From an optimization exercise on the open Yosys and OpenROAD flow, aimed at small area, a short achievable clock period and few clock cycles; shortcuts taken in it are not production practice.
Function was not checked in any run shown here: the RTL went through the layout flow alone.
No activity file was given, so power comes from the tool's default toggle rates.

===== flow/config.mk =====
export PLATFORM = sky130hd
export DESIGN_NAME = chipmunk
export DESIGN_NICKNAME = chipmunk
export VERILOG_FILES = /design/flow/design.v
export SDC_FILE = /design/flow/constraint.sdc
export NUM_CORES = 4
export LEC_CHECK = 0
export ABC_CLOCK_PERIOD_IN_PS = 2000
export CAP_MARGIN = 20
export CORE_MARGIN = 2
export CORE_UTILIZATION = 40
export SETUP_SLACK_MARGIN = 2.7
export SLEW_MARGIN = 20

===== flow/constraint.sdc =====
create_clock -name core_clock -period 5.0 [get_ports {clk}]
set_input_delay 1.0000 -clock core_clock [delete_from_list [all_inputs] [get_ports {clk}]]
set_output_delay 1.0000 -clock core_clock [all_outputs]
set_load 0.01 [all_outputs]

===== flow/design.v =====
module chipmunk
	#(parameter addrSize = 12)
	(input clk,
	 input reset,
	 input [addrSize-1:0] startPC,
	 input [7:0] dataBus,
	 output [7:0] dataBusWrite,
	 output [addrSize-1:0] addrBus,
	 output weMem,
	 output done);
	localparam [3:0] F  = 4'd0,  O1 = 4'd1,  O2 = 4'd2,  IX = 4'd3,
	                 P1 = 4'd4,  P2 = 4'd5,  M  = 4'd6,  W  = 4'd7,
	                 PL = 4'd8,  R1 = 4'd9,  R2 = 4'd10, BD = 4'd11,
	                 C1 = 4'd12, C2 = 4'd13, T  = 4'd14;
	reg [7:0] aReg, xReg, yReg;
	reg [5:0] spReg;
	reg nFlag, cFlag;
	reg [7:0] zVal;               
	wire zFlag = (zVal == 8'd0);
	reg [3:0] st;
	reg [11:0] ar;                
	reg [11:0] pc;                
	reg [7:0] ir;                 
	reg irValid;
	reg [7:0] dr;                 
	reg [3:0] hr;                 
	reg wr;                       
	reg finished;
	assign addrBus = ar;
	assign weMem = !wr;
	assign done = finished;
	wire [5:0] f = ir[7:2];
	wire [1:0] ss = ir[1:0];
	wire iStack = f[5:3] == 3'b110;
	wire iPush  = iStack && !f[0];
	wire iBr    = f[5:3] == 3'b111;
	wire iBsr   = f == 6'h39;
	wire iRmw   = f[5:3] == 3'b011 && f[0];
	wire iMem   = !f[5] && f[0] && f != 6'h07;       
	wire iSt    = f == 6'h21 || f == 6'h23 || f == 6'h25;
	wire iLdy   = f == 6'h28;
	wire iSty   = f == 6'h29;
	wire useY   = (iLdy || iSty) && ss != 2'b11;
	wire taken = !f[2] ? (!f[1] || (f[0] == nFlag)) :
	             (!f[1] ? (f[0] == zFlag) : (f[0] == cFlag));
	wire [5:0] bf = dataBus[7:2];
	wire [1:0] bs = dataBus[1:0];
	wire bStack = bf[5:3] == 3'b110;
	wire bRts   = bf == 6'h27;
	wire bMem   = !bf[5] && bf[0] && bf != 6'h07;
	wire bSt    = bf == 6'h21 || bf == 6'h23 || bf == 6'h25 || bf == 6'h29;
	wire bBr    = bf[5:3] == 3'b111;
	wire [11:0] arInc = ar + 1'b1;
	wire [11:0] spA   = {6'b000111, spReg};
	wire [5:0]  spInc = spReg + 1'b1;
	wire [5:0]  spDec = spReg - 1'b1;
	wire [11:0] spAInc = {6'b000111, spInc};
	wire [11:0] spADec = {6'b000111, spDec};
	wire [7:0] idx = useY ? yReg : xReg;
	wire [11:0] ixSum = {hr, dr} + {4'b0, idx};
	wire [11:0] relT = pc + {{4{dr[7]}}, dr};
	wire [7:0] drInc = dr + 1'b1;
	reg [3:0] stN;
	reg [11:0] arN;
	always @* begin
		stN = F;
		arN = arInc;
		case (st)
			F: begin
				if (bRts) begin stN = R1; arN = spAInc; end
				else if (bStack && !bf[0]) begin stN = W; arN = spA; end
				else if (bStack) begin stN = PL; arN = spAInc; end
				else if (bs != 2'b00) stN = O1;
				else if (bMem) begin stN = M; arN = 12'd0; end
				else if (bSt) begin stN = W; arN = 12'd0; end
				else if (bBr) stN = BD;
			end
			O1: begin
				if (ss[1]) stN = O2;
				else if (iMem) begin stN = M; arN = {4'b0, dataBus}; end
				else if (iSt) begin stN = W; arN = {4'b0, dataBus}; end
				else if (iLdy || iSty) begin stN = P1; arN = {4'b0, dataBus}; end
				else if (iBr && taken) begin
					if (iBsr) begin stN = C1; arN = spA; end
					else stN = T;
				end
			end
			O2: begin
				if (ss[0]) begin
					if (iMem || iSt || iSty || (iBr && taken)) stN = IX;
				end else begin
					if (iMem) begin stN = M; arN = {dataBus[3:0], dr}; end
					else if (iSt) begin stN = W; arN = {dataBus[3:0], dr}; end
					else if (iLdy || iSty) stN = IX;
					else if (iBr && taken) begin
						if (iBsr) begin stN = C1; arN = spA; end
						else arN = {dataBus[3:0], dr};
					end
				end
			end
			IX: begin
				arN = ixSum;
				if (iMem || iLdy) stN = M;
				else if (iSt || iSty) stN = W;
				else if (iBsr) begin stN = C1; arN = spA; end
			end
			P1: begin stN = P2; arN = {4'b0, drInc}; end
			P2: stN = IX;
			M: begin
				if (iRmw) begin stN = W; arN = ar; end
				else arN = pc;
			end
			W, PL: arN = pc;
			R1: begin stN = R2; arN = spAInc; end
			R2: arN = {hr, dataBus};
			BD: begin
				if (!taken) arN = pc;
				else if (iBsr) begin stN = C1; arN = spA; end
				else arN = {hr, dr};
			end
			C1: begin stN = C2; arN = spADec; end
			C2: begin
				if (ss == 2'b01) stN = T;
				else arN = {hr, dr};
			end
			T: arN = relT;
			default: ;
		endcase
	end
	always @(posedge clk) begin
		if (!reset) begin
			st <= F;
			ar <= startPC;
			wr <= 1'b0;
		end else begin
			st <= stN;
			ar <= arN;
			wr <= stN == W || stN == C1 || stN == C2;
		end
	end
	always @(posedge clk) begin
		if (!reset)
			finished <= 1'b0;
		else if (st == F && dataBus == 8'h83)
			finished <= 1'b1;
	end
	always @(posedge clk) begin
		if (!reset)
			irValid <= 1'b0;
		else if (st == F)
			irValid <= 1'b1;
	end
	always @(posedge clk)
		if (st == F || st == O1 || st == O2)
			pc <= arInc;
	always @(posedge clk) begin
		if (!reset)
			spReg <= 6'd63;
		else if ((st == F && (bRts || (bStack && bf[0]))) || st == R1)
			spReg <= spInc;
		else if ((st == W && iPush) || st == C1 || st == C2)
			spReg <= spDec;
	end
	always @(posedge clk) begin
		case (st)
			F: begin
				ir <= dataBus;
				dr <= {7'b0, bf[5:3] == 3'b101 && bf[2:1] != 2'b00};
				hr <= 4'b0;
			end
			O1: dr <= dataBus;
			O2: hr <= dataBus[3:0];
			IX: {hr, dr} <= ixSum;
			P1: dr <= dataBus;
			P2: hr <= dataBus[3:0];
			M:  dr <= dataBus + ((f == 6'h1D) ? 8'h01 : (f == 6'h1F) ? 8'hff : 8'h00);
			PL: dr <= dataBus;
			R1: hr <= dataBus[3:0];
			default: ;
		endcase
	end
	wire aluUseX = f == 6'h16 || f == 6'h17 || f == 6'h2C || f == 6'h2D;
	wire aluUseY = f == 6'h1C || f == 6'h2E || f == 6'h2F;
	wire doCmp   = f[5:2] == 4'b0101 || f == 6'h1C;
	wire useAdd  = f[5:3] == 3'b001;
	wire useInc  = f[5:3] == 3'b101 && f[2:1] != 2'b00;
	wire sub     = doCmp || (useAdd && f[1]) || (f[5:3] == 3'b101 && f[0]);
	wire useC    = f[5:2] == 4'b0011;
	wire [7:0] aluL = aluUseX ? xReg : (aluUseY ? yReg : aReg);
	wire [7:0] aluR = sub ? ~dr : dr;
	wire aluCin = useC ? cFlag : sub;
	wire [8:0] sum = {1'b0, aluL} + {1'b0, aluR} + {8'b0, aluCin};
	wire [7:0] bitRes = f[1] ? (aReg ^ dr) : ~(aReg | dr);
	wire [7:0] shL = f[0] ? dr : aReg;
	wire shIn = f[0] && cFlag;
	wire [7:0] shRes = f[1] ? {shIn, shL[7:1]} : {shL[6:0], shIn};
	wire shC = f[1] ? shL[0] : shL[7];
	wire ex = st == F && irValid;
	always @(posedge clk) begin
		if (ex) begin
			if (f[5:1] == 5'b00000 || f == 6'h28 || f == 6'h33)
				aReg <= dr;
			else if (useAdd || f[5:1] == 5'b10101)
				aReg <= sum[7:0];
			else if (f[5:2] == 4'b0100)
				aReg <= bitRes;
			else if (f == 6'h18 || f == 6'h1A)
				aReg <= shRes;
			else if (f == 6'h24 || f == 6'h26)
				aReg <= xReg;
		end
	end
	always @(posedge clk) begin
		if (ex) begin
			if (f[5:1] == 5'b00001 || f == 6'h35)
				xReg <= dr;
			else if (f[5:1] == 5'b10110)
				xReg <= sum[7:0];
			else if (f == 6'h22 || f == 6'h26)
				xReg <= aReg;
		end
	end
	always @(posedge clk) begin
		if (ex) begin
			if (f[5:1] == 5'b00010 || f == 6'h37)
				yReg <= dr;
			else if (f[5:1] == 5'b10111)
				yReg <= sum[7:0];
		end
	end
	always @(posedge clk) begin
		if (ex) begin
			if (f[5:1] == 5'b00011)
				cFlag <= f[0];
			else if (useAdd || doCmp || useInc) begin
				nFlag <= sum[7];
				zVal <= sum[7:0];
				if (useAdd || doCmp)
					cFlag <= sum[8];
			end else if (f[5:2] == 4'b0100) begin
				nFlag <= bitRes[7];
				zVal <= bitRes;
			end else if (f[5:2] == 4'b0110) begin
				nFlag <= shRes[7];
				zVal <= shRes;
				cFlag <= shC;
			end else if (f[5:1] == 5'b00000 || f[5:1] == 5'b00001 || f[5:1] == 5'b00010 ||
			             f == 6'h1D || f == 6'h1F) begin
				nFlag <= dr[7];
				zVal <= dr;
			end else if (f == 6'h31) begin
				nFlag <= dr[2];
				zVal <= {7'b0, !dr[1]};
				cFlag <= dr[0];
			end
		end
	end
	reg [7:0] wd;
	always @* begin
		if (st == C1)
			wd = pc[7:0];
		else if (st == C2)
			wd = {4'b0, pc[11:8]};
		else if (iStack)
			case (f[2:1])
				2'b00: wd = {5'b0, nFlag, zFlag, cFlag};
				2'b01: wd = aReg;
				2'b10: wd = xReg;
				default: wd = yReg;
			endcase
		else if (f == 6'h19 || f == 6'h1B)
			wd = shRes;
		else if (f == 6'h1D || f == 6'h1F)
			wd = dr;
		else if (f == 6'h23)
			wd = xReg;
		else if (f == 6'h25)
			wd = yReg;
		else
			wd = aReg;
	end
	assign dataBusWrite = wd;
endmodule

===== flow/run.sh =====
#!/bin/bash
# synth_recipe.tcl (not shown) runs the flow's synth.tcl, then flattens the netlist and writes it again
# the make line also repeats each setting of config.mk as NAME=value (left out here)
make -C /OpenROAD-flow-scripts/flow DESIGN_CONFIG=/design/flow/config.mk WORK_HOME=/design/flow/orfs CLKGATE_MAP_FILE= SYNTH_SCRIPT=/design/flow/synth_recipe.tcl finish

==> impl_metrics.env, run 1 <==
export IMPL_status="complete, no violations"
export IMPL_timing_final_crit_share_pct=71.05
export IMPL_nets=1553
export IMPL_die_h_um=164.8
export IMPL_synthesis_nets=1395
export IMPL_ios=44
export IMPL_synth_top_family_by_area="compound AO/OA/AOI/OAI gates"
export IMPL_area_growth_pct=39.57
export IMPL_globalplace_congestion=1.023
export IMPL_synth_compound_gate_area_share_pct=29.87
export IMPL_ys_ff_latch=91
export IMPL_cts_hold_buffers=0
export IMPL_vias_per_cell=6.896
export IMPL_worst_slew_pin_slew_ns=1.077
export IMPL_fp_dieArea_um2=27150
export IMPL_fillers=2149
export IMPL_drive_above_1_share_pct=32.10
export IMPL_grt_use_total_pct=33.65
export IMPL_fin_cells=1816
export IMPL_final_common_cell="buf_4"
export IMPL_num_rows=58
export IMPL_swShare_pct=50.51
export IMPL_ir_worst_vdd_mv=0.3509
export IMPL_clk_pin_slew_ns=0.08
export IMPL_clk_latency_ns=0.37
export IMPL_period_minus_slack_ns=3.552
export IMPL_hold_violations=0
export IMPL_wirelength_um=47950
export IMPL_synth_mux_area_share_pct=6.366
export IMPL_tritoncts="done"
export IMPL_final_setup_skew_ns=0.01226
export IMPL_avgSynthCellArea_um2=7.814
export IMPL_detail_route_iter0_violations=2036
export IMPL_wire_per_inst_um=26.41
export IMPL_clockBufferDepth=2
export IMPL_start_util_pct=40.93
export IMPL_slew_headroom_pct=27.65
export IMPL_p_seq_share_pct=16.0
export IMPL_grt_pass1_vias=11407
export IMPL_grt_first_pass_wirelength_um=69290
export IMPL_hold_class="reg -> reg"
export IMPL_seq_area_frac_synth_pct=25.18
export IMPL_most_common_layout_cells="buf_4 (134), nand2_1 (117), nor2_1 (115)"
export IMPL_die_w_um=164.8
export IMPL_reg2reg_slack_ns=1.45
export IMPL_r2r_start="ir[6]"
export IMPL_grt_max_degree=38
export IMPL_drt_first_pass_iters=7
export IMPL_synthArstFlopShare_pct=0
export IMPL_cts_buffers=9
export IMPL_synthCells=1323
export IMPL_root_buffer="clkbuf_16"
export IMPL_pwr_share_comb_pct=78.0
export IMPL_synth_xor_area_share_pct=4.406
export IMPL_crit_path_start="ir[6]"
export IMPL_worst_setup_path_type="reg -> reg"
export IMPL_internal_power_mw=5.764
export IMPL_cp_end_kind="register"
export IMPL_core_um2=25250
export IMPL_rsz0062_at_grt="yes"
export IMPL_rr_worst_depth=15
export IMPL_synth_distinct_cells=85
export IMPL_p_switching_mw=5.883
export IMPL_port_buffers=43
export IMPL_drc=0
export IMPL_gr_total_overflow=0
export IMPL_htreeDepth=3
export IMPL_dr_total_vias=12524
export IMPL_dp_cells=1646
export IMPL_antenna_found_initial=0
export IMPL_postLayoutCoreUtil_pct=57.13
export IMPL_clock_power_share_pct=6.0
export IMPL_clock_sinks=91
export IMPL_cap_violations=0
export IMPL_synth_edff_count=78
export IMPL_synthAdderAreaFrac_pct=6.512
export IMPL_setup_viol=0
export IMPL_synthFlopType="edfxtp_1"
export IMPL_leakage_nw=5.422
export IMPL_fin_tns_setup_ns=0
export IMPL_final_max_slew_viol_count=0
export IMPL_crit_end="ar[3]"
export IMPL_max_freq_mhz=281.5
export IMPL_netlist_area_um2=10340
export IMPL_synth_simple_area_share_pct=21.76
export IMPL_power_density_nw_per_um2=807.2
export IMPL_synth_warnings=1
export IMPL_insertedDiodeCount=0
export IMPL_required_ns=5.11
export IMPL_worstSetupStartpointType="register"
export IMPL_finalPower_mw=11.65
export IMPL_ant_nets=0
export IMPL_path_max_fanout=5
export IMPL_worstPathArrival_ns=3.66
export IMPL_dp_final_hpwl_um=31850
export IMPL_reg2reg_to="ar[3]"
kinds of logic (layout without fill, tap and decap cells):
| family | after synthesis | after routing |
|---|---|---|
| buffers and inverters | 153 | 316 |
| and+or+nand+nor | 457 | 457 |
| DFF | 91 | 91 |
| xor gates and xnor gates | 52 | 52 |
| adders and majority gates | 51 | 51 |
| AOI/OAI and AO/OA | 461 | 461 |
| muxes | 58 | 58 |
state kept, by name, summed over array words and instances (netlist names), 6 cells and up:
register and cells:
zVal 8, aReg 8, spReg 6, dr 8, yReg 8, ar 12
xReg 8, pc 12, ir 8
critical path: stages, from the launching register on:
cell and delay (ns):
edfxtp_1 0.47, buf_6 0.19, buf_12 0.12, buf_12 0.11, nor4_4 0.18, nand2_2 0.12, buf_6 0.14, mux2_4 0.33
ha_4 0.28, a21o_1 0.19, a21oi_2 0.20, xnor2_2 0.12, a31oi_2 0.22, nand4_1 0.17, a2111oi_4 0.35, a21oi_1 0.11
worst min path at each step:
| stage | from | end | cells after the start | slack, ns |
|---|---|---|---|---|
| 6_report | finished | finished | 2 | 0.49 |
| 5_1_grt | finished | finished | 2 | 0.55 |
| 4_1_cts | finished | finished | 2 | 0.49 |
| 3_5_place_dp | finished | finished | 2 | 0.46 |
| 3_3_place_gp | irValid | irValid | 2 | 0.46 |
| 2_1_floorplan | irValid | irValid | 2 | 0.44 |
power groups by stage:
stage	Sequential (mW)	Clock [mW]	Combinational, mW
CTS	1.82	0.691	7.87
global route	1.87	0.717	9.50
detailed placement	1.92	0	5.94
global placement	1.93	0	5.90
floorplan	1.61	0	4.37
finish	1.86	0.701	9.09
timing repair:
item | 4_1_cts | 5_1_grt
buffers inserted | 107 | 42
resized for setup | 281 | 119
pin swaps | 102 | 84
cloned | 3 | 2
endpoints found under the setup margin | 133 | 123
hold endpoints to repair | 0 | 0
metrics by stage:
stage | hold slack [ns] | setup WS [ns] | cell area [um^2]
after global placement | 0.4575 | 0.9780 | 11330
after global routing | 0.5503 | 1.338 | 14430
final | 0.4883 | 1.448 | 14430
after CTS | 0.4941 | 1.521 | 13540
after floorplan | 0.4402 | 1.647 | 10610
after detailed placement | 0.4600 | 0.8455 | 11340
cells in the mapped netlist, types with 9 or more instances:
cell type  count  area [um^2]
o22ai_1       15        93.84
nand4_1       12        75.07
a21o_1        14        105.1
nand2_1      125        469.2
edfxtp_1      78         2342
a22oi_1       19        142.6
ha_1          45        563.0
nand2b_1      18        112.6
and3_1        11        68.82
xnor2_1       34        297.8
xor2_1        18        157.7
a31oi_1       26        162.7
o221ai_1      16        140.1
nor3_1        32        160.2
nor2_1       136        510.5
mux2_2        12        135.1
mux2i_1       41        410.4
nor2b_1       16        100.1
o211ai_1      14        105.1
a221o_1        9        90.09
dfxtp_1       13        260.3
buf_2         23        115.1
a221oi_1      17        148.9
nand3_1       38        190.2
a211oi_1      27        202.7
o21ai_0       92        460.4
inv_1         55        206.5
or3_1          9        56.30
buf_1         10        37.54
clkbuf_1      62        232.7
a21oi_1      119        595.6
or2_2          9        56.30
cell type report:
| class | count | area [um^2] | share of cell area [%] |
|---|---|---|---|
| repair buffers | 244 | 2402 | 16.65 |
| flip-flops and latches | 91 | 2608 | 18.07 |
| clock buffers | 11 | 232.7 | 1.613 |
| multi-input cells | 1079 | 8511 | 58.99 |
| well taps | 330 | 412.9 | 2.862 |
| clock inverters | 5 | 38.79 | 0.2688 |
| inverters | 56 | 222.7 | 1.544 |
per-layer routing:
| metal | track usage [%] | vias to the layer above | routed length [um] |
|---|---|---|---|
| met5 | 0 | - | 0 |
| met4 | 13.28 | 0 | 2449 |
| met3 | 7.810 | 221 | 6382 |
| met2 | 50.55 | 1043 | 20360 |
| met1 | 46.67 | 5905 | 18760 |
| li1 | - | 5355 | - |
==> inputs of run 2 (changes only) <==
==> flow/config.mk (replaced) <==
export PLATFORM = sky130hd
export DESIGN_NAME = chipmunk
export DESIGN_NICKNAME = chipmunk
export VERILOG_FILES = /design/flow/design.v
export SDC_FILE = /design/flow/constraint.sdc
export NUM_CORES = 4
export LEC_CHECK = 0
export CAP_MARGIN = 20
export CORE_MARGIN = 2
export CORE_UTILIZATION = 40
export SLEW_MARGIN = 20
==> run 2 against run 1 <==
Against the previous run: still clean; fmax decreased by 25%; flip-flop and latch count stayed put; first-iteration DRC count fell by 16%; sequential power increased by 5%; area after synthesis unchanged; design area decreased by 21%; die area unchanged; clock-buffer cell count decreased by 2; cell count shrank 8.4%; non-clock buffer count decreased by 152; register-to-register slack worse by 1.0 ns; hold slack worse by 0.013 ns; highest routed layer unchanged.
==> impl_metrics.env, run 2 <==
export IMPL_final_common_cell="nor2_1"
export IMPL_dp_final_hpwl_um=31770
export IMPL_synthCells=1323
export IMPL_synth_commonest_cells="nor2_1 (136), nand2_1 (125), a21oi_1 (119)"
export IMPL_met1_length_um=18610
export IMPL_root_buffer="clkbuf_16"
export IMPL_synthFlopType="edfxtp_1"
export IMPL_p_seq_share_pct=22.6
export IMPL_synthesis_nets=1395
export IMPL_core_um2=25250
export IMPL_cts_hold_buffers=0
export IMPL_postLayoutCoreUtil_pct=45.38
export IMPL_ff_latch_area_um2=2603
export IMPL_wirelength_um=42240
export IMPL_area_growth_pct=10.87
export IMPL_period_minus_slack_ns=4.764
export IMPL_cap_violations=0
export IMPL_num_rows=58
export IMPL_most_common_layout_cells="nor2_1 (136), nand2_1 (125), a21oi_1 (118)"
export IMPL_ys_top_cells_by_area="edfxtp_1 (23%), a21oi_1 (5.8%), ha_1 (5.4%), nor2_1 (4.9%), nand2_1 (4.5%)"
export IMPL_seq_area_frac_synth_pct=25.18
export IMPL_tritoncts="done"
export IMPL_worst_slew_pin_slew_ns=1.143
export IMPL_clk_latency_ns=0.37
export IMPL_grt_use_total_pct=31.16
export IMPL_worst_setup_path_type="reg -> out"
export IMPL_multiInputGateArea_um2=7159
export IMPL_start_util_pct=40.93
export IMPL_internal_power_mw=3.986
export IMPL_path_max_fanout=29
export IMPL_ant_nets=0
export IMPL_synth_edff_count=78
export IMPL_ys_ff_latch=91
export IMPL_clockBufferDepth=2
export IMPL_vias_per_cell=6.708
export IMPL_netlist_area_um2=10340
export IMPL_reg_top3="ar x12, pc x12"
export IMPL_drc=0
export IMPL_final_max_slew_viol_count=0
export IMPL_slew_headroom_pct=23.52
export IMPL_leakage_nw=4.219
export IMPL_clock_power_share_pct=8.1
export IMPL_ir_worst_vdd_mv=0.3005
export IMPL_antenna_found_initial=1
export IMPL_rr_worst_depth=15
export IMPL_postCtsSetupRepairBufs=0
export IMPL_drive_above_1_share_pct=8.546
export IMPL_top_layer_used="met4"
export IMPL_grt_max_degree=37
export IMPL_required_ns=4.00
export IMPL_max_freq_mhz=209.9
export IMPL_worstSetupStartpointType="register"
export IMPL_synth_warnings=1
export IMPL_cp_end_kind="output port"
export IMPL_avgSynthCellArea_um2=7.814
export IMPL_drt_first_pass_iters=6
export IMPL_wl_met3_um=4484
export IMPL_globalplace_congestion=0.9793
export IMPL_grt_first_pass_wirelength_um=63770
export IMPL_detail_route_iter0_violations=1707
export IMPL_hold_class="reg -> reg"
export IMPL_gr_total_overflow=0
export IMPL_ios=44
export IMPL_port_buffers=43
export IMPL_htreeDepth=3
export IMPL_fin_tns_setup_ns=0
export IMPL_rsz0062_at_grt="no"
export IMPL_cts_resized=0
export IMPL_clk_pin_slew_ns=0.07
export IMPL_synthArstFlopShare_pct=0
export IMPL_yosysMostFrequentCell="nor2_1"
export IMPL_status="complete, no violations"
export IMPL_fillers=2539
export IMPL_final_setup_skew_ns=0.01318
export IMPL_pwr_share_comb_pct=69.3
export IMPL_dr_total_vias=11162
export IMPL_die_h_um=164.8
export IMPL_die_w_um=164.8
export IMPL_fp_dieArea_um2=27150
export IMPL_insertedDiodeCount=0
export IMPL_synth_distinct_cells=85
export IMPL_hold_violations=0
export IMPL_setup_viol=0
export IMPL_p_switching_mw=4.663
export IMPL_swShare_pct=53.91
export IMPL_cts_buffers=9
export IMPL_grt_pass1_vias=10220
export IMPL_clock_sinks=91
export IMPL_wire_per_inst_um=25.39
export IMPL_synth_top_cell_by_area="edfxtp_1"
export IMPL_hold_depth=2
export IMPL_worstPathArrival_ns=3.76
export IMPL_nets=1401
export IMPL_yosysTopAreaCellShare_pct=22.66
export IMPL_met2_length_um=17630
export IMPL_timing_final_crit_share_pct=95.27
export IMPL_power_density_nw_per_um2=754.6
## run 2: through the flow
stage                     cells  area [um^2]  worst slack (ns)  hold WS, ns  total power, mW
final                      1664        11460            0.2363       0.4754            8.649
after global routing       1664        11460           0.09245       0.5417            9.178
after CTS                  1664        11460            0.2912       0.4825            8.464
after detailed placement   1648        11180            0.5439       0.4658            7.734
after global placement     1648        11180            0.6233       0.4642            7.720
after floorplan            1323        10340            0.9624       0.4402            5.763
## run 2: area by class of cell
type / instances / share of cell area (%)
Sequential cell: 91 / 22.71
Clock inverter: 7 / 0.4585
Clock buffer: 9 / 1.965
Inverter: 56 / 1.834
Tap cell: 330 / 3.603
Multi-Input combinational cell: 1079 / 62.47
Timing Repair Buffer: 92 / 6.965
## run 2: critical path, cell delays in order, from the launching register on
cell,delay (ns)
edfxtp_1,0.82
buf_4,0.47
nand3_1,0.54
a211o_1,0.42
nand4_1,0.09
a22oi_1,0.08
o21ai_0,0.36
clkdlybuf4s50_1,0.62
## run 2: power by group through the flow
stage | Sequential [mW] | Clock (mW) | Combinational, mW
after global placement | 1.95 | 0 | 5.77
after CTS | 1.93 | 0.708 | 5.83
after detailed placement | 1.95 | 0 | 5.79
after global routing | 1.98 | 0.720 | 6.48
final | 1.95 | 0.699 | 6.00
after floorplan | 1.61 | 0 | 4.16
## run 2: worst paths after layout
path / slack [ns] / startpoint / end
worst max-delay path: 0.24 / ir[3] / dataBusWrite[1]
worst min-delay path: 0.48 / irValid / irValid
worst max register to register: 0.45 / ir[7] / hr[2]
worst min register to register: 0.48 / irValid / irValid
## run 2: kinds of logic after synthesis
family | count (synthesis) | share of synthesized area (%)
flip-flops | 91 | 25.18
AND/OR/NAND/NOR | 457 | 21.76
AO/OA/AOI/OAI | 461 | 29.87
adder cells (fa/ha/maj) | 51 | 6.512
multiplexers | 58 | 6.366
buffers and inverters | 153 | 5.907
XOR/XNOR | 52 | 4.406
## run 2: layer usage
metal | global-route usage (%) | vias up
li1 | - | 5037
met1 | 45.73 | 5305
met2 | 45.57 | 708
met3 | 6.178 | 112
met4 | 10.16 | 0
met5 | 0 | -

-- port drivers added, routing unchanged --
In the flow no input, the clock included, has a driving cell. The finished layouts below were timed again as built, in two steps. Step 1 (the two cells are an assumption about what drives the block):
set clk [get_ports {clk}]
set_driving_cell -lib_cell sky130_fd_sc_hd__clkbuf_16 $clk
set_driving_cell -lib_cell sky130_fd_sc_hd__buf_2 [delete_from_list [all_inputs] $clk]
Step 2 moves the port delays by t, midway between the first and last clock arrival at a register: inputs arrive t later, outputs are due t later. That takes back most of the time a late clock gives input paths. a / b / c = no drivers / after step 1 / after step 2; a / b = the first two.
| run | t, ns | setup WS [ns] | hold slack, ns | clock arrival spread, ns | worst slew at a driven data input, ns |
|---|---|---|---|---|---|
| run 1 | 0.407 | 1.448 / 1.410 / 1.448 | 0.488 / 0.488 / 0.488 | 0.014 / 0.014 | 0.05 |
| run 2 | 0.410 | 0.236 / 0.192 / 0.455 | 0.475 / 0.475 / 0.475 | 0.014 / 0.013 | 0.05 |
After both steps every run listed still meets setup and hold.
